What follows belongs to an exercise in optimizing a design on an open flow for a short achievable clock period and few clock cycles; a production flow would make more cautious choices. In this exercise RTL edits were held to simulation tests only and were not proved equivalent to the original. Power is estimated from default activity; no workload was simulated.

// mips_top
module mips_top(clk, rst, imem_addr, imem_rdata, dmem_addr, dmem_we, dmem_wdata, dmem_rdata);
Size in the first run: roughly 5800 cells after synthesis, about 160 I/O pins, about 0.075 mm² of cells after synthesis.
export LEC_CHECK = 0
export ABC_CLOCK_PERIOD_IN_PS = 2500
export CAP_MARGIN = 20
export CORE_MARGIN = 2
export CORE_UTILIZATION = 40
export PLACE_DENSITY = 0.6
export SETUP_SLACK_MARGIN = 5
export SLEW_MARGIN = 20
export SYNTH_HIERARCHICAL = 1
export TNS_END_PERCENT = 10
create_clock -name core_clock -period 10.5 [get_ports {clk}]
standard.sh (not shown) runs the stock make flow with config.mk's settings and CLKGATE_MAP_FILE= SYNTH_SCRIPT=/design/flow/synth_recipe.tcl, a recipe that flattens the netlist after the stock synthesis.
==> flow/flow/run.sh <==
#!/bin/bash
set -euo pipefail
MARGIN=$(cat flow/margin.txt)
bash standard.sh synth > synth_make.log 2>&1
bash standard.sh SETUP_SLACK_MARGIN=$MARGIN finish > layout_make.log 2>&1
==> flow/flow/margin.txt <==
7.4
Testbench counts at the start, summed over its fixed seeds: cycles 11,662.
Edit:
==> flow/flow/margin.txt (replaced) <==
7.0
TNS_END_PERCENT = unset   (was 10)
Effect:
- The new run produced a clean layout
- area after synthesis does not change
- first-iteration DRC count falls by 11%
- utilization came out lower by 1.5 points
- register-to-register slack is worse by 0.09 ns
Edit:
==> flow/run.sh (new file) <==
#!/bin/bash
# synth_recipe.tcl (not shown) runs the flow's synth.tcl, then flattens the netlist and writes it again
# the make line also repeats each setting of config.mk as NAME=value (left out here)
make -C /OpenROAD-flow-scripts/flow DESIGN_CONFIG=/design/flow/config.mk WORK_HOME=/design/flow/orfs CLKGATE_MAP_FILE= SYNTH_SCRIPT=/design/flow/synth_recipe.tcl finish
removed: flow/flow/run.sh
removed: flow/flow/margin.txt
removed: flow/standard.sh
Effect: Global-route usage grows by 0.14 points; core utilization shrinks by 1.3 points; sequential power hardly moves; power is lower by 1.2%; routed wire length went down by 0.48%; synthesized cell count does not change; worst hold slack stays flat.
Edit:
==> flow/flow/run.sh (new file) <==
#!/bin/bash
set -euo pipefail
MARGIN=$(cat flow/margin.txt)
bash standard.sh synth > synth_make.log 2>&1
bash standard.sh SETUP_SLACK_MARGIN=$MARGIN finish > layout_make.log 2>&1
==> flow/flow/margin.txt (new file) <==
7.4
==> flow/standard.sh (new file) <==
#!/bin/bash
# synth_recipe.tcl (not shown) runs the flow's synth.tcl, then flattens the netlist and writes it again
# the make line also repeats each setting of config.mk as NAME=value (left out here)
make -C /OpenROAD-flow-scripts/flow DESIGN_CONFIG=/design/flow/config.mk WORK_HOME=/design/flow/orfs CLKGATE_MAP_FILE= SYNTH_SCRIPT=/design/flow/synth_recipe.tcl "${@:-finish}"
CORE_UTILIZATION = 60   (was 40)
PLACE_DENSITY = 0.7   (was 0.6)
removed: flow/run.sh
=> The changed run completed without violations; hold slack stays flat; global-route usage increases by 14 points; wire length stays flat; synthesized area stays the same; maximum frequency increases by 42%; power increases by 4.4%; worst setup slack is better by 1.5 ns; cell area increases by 6.5%; critical path depth increases by 3; clock-buffer cell count decreases by 17.

========
== old ==
mips_top again, from the RTL that the note above started with.
Design mips_top, start of the top module:
module mips_top(clk, rst, imem_addr, imem_rdata, dmem_addr, dmem_we, dmem_wdata, dmem_rdata);
Settings: LEC_CHECK=0, ABC_CLOCK_PERIOD_IN_PS=2500, CAP_MARGIN=20, CORE_MARGIN=2, CORE_UTILIZATION=40, PLACE_DENSITY=0.6, SETUP_SLACK_MARGIN=5, SLEW_MARGIN=20, SYNTH_HIERARCHICAL=1; clock period 10.5 ns.
==> flow/flow/run.sh <==
#!/bin/bash
set -euo pipefail
MARGIN=$(cat flow/margin.txt)
bash standard.sh synth > synth_make.log 2>&1
bash standard.sh SETUP_SLACK_MARGIN=$MARGIN finish > layout_make.log 2>&1
==> flow/flow/margin.txt <==
7.2
Testbench counts of old, summed over its fixed seeds: cycles 11,662.
diff inputs: old => new
==> flow/flow/margin.txt <==
7.4
Findings:
Every stage of the flow completed for new, and the final layout passed the timing, DRC and antenna checks. Summary of new over old: setup slack of the critical path after layout went down by 0.0039 ns; sequential cell area share went down by 1.5 points; cell area went up by 2600 µm².

separate check: timing with driven ports:
No port has a modelled driver above. Below, the same layouts with a new extraction and two added sets of constraints. Step 1 sets driving cells, clkbuf_16 on the clock port and buf_2 on the other inputs (assumed; they add their load-dependent delay and slew). Step 2, shift: input delay + t, output delay - t, t = (earliest + latest rising clock arrival at the registers) / 2. This alone moves slack from input paths to output paths. a / b / c = ideal ports / drivers / drivers and shift; a / b = the first two.
run	shift t [ns]	setup slack, ns	worst hold slack (ns)	worst setup path at the end	latest minus earliest clock arrival (ns)
the first run of note 1	0.903	7.005 / 6.974 / 6.162	0.314 / 0.314 / 0.314	input to register	0.055 / 0.054
the second run of note 1	0.886	6.918 / 6.918 / 6.100	0.326 / 0.326 / 0.326	input to register	0.075 / 0.076
the third run of note 1	0.912	5.565 / 5.565 / 5.565	0.326 / 0.326 / 0.326	register to register	0.084 / 0.084
the fourth run of note 1	0.895	7.031 / 6.965 / 6.228	0.323 / 0.323 / 0.323	input to register	0.033 / 0.033
old	0.919	7.066 / 6.982 / 6.245	0.293 / 0.293 / 0.293	input to register	0.051 / 0.051
new	0.899	7.063 / 6.988 / 6.189	0.325 / 0.325 / 0.325	input to register	0.050 / 0.051
After both steps setup and hold are still met in every run listed. For new, which loses most, drivers alone change the setup slack by -0.075 ns; drivers and shift together by -0.874 ns.
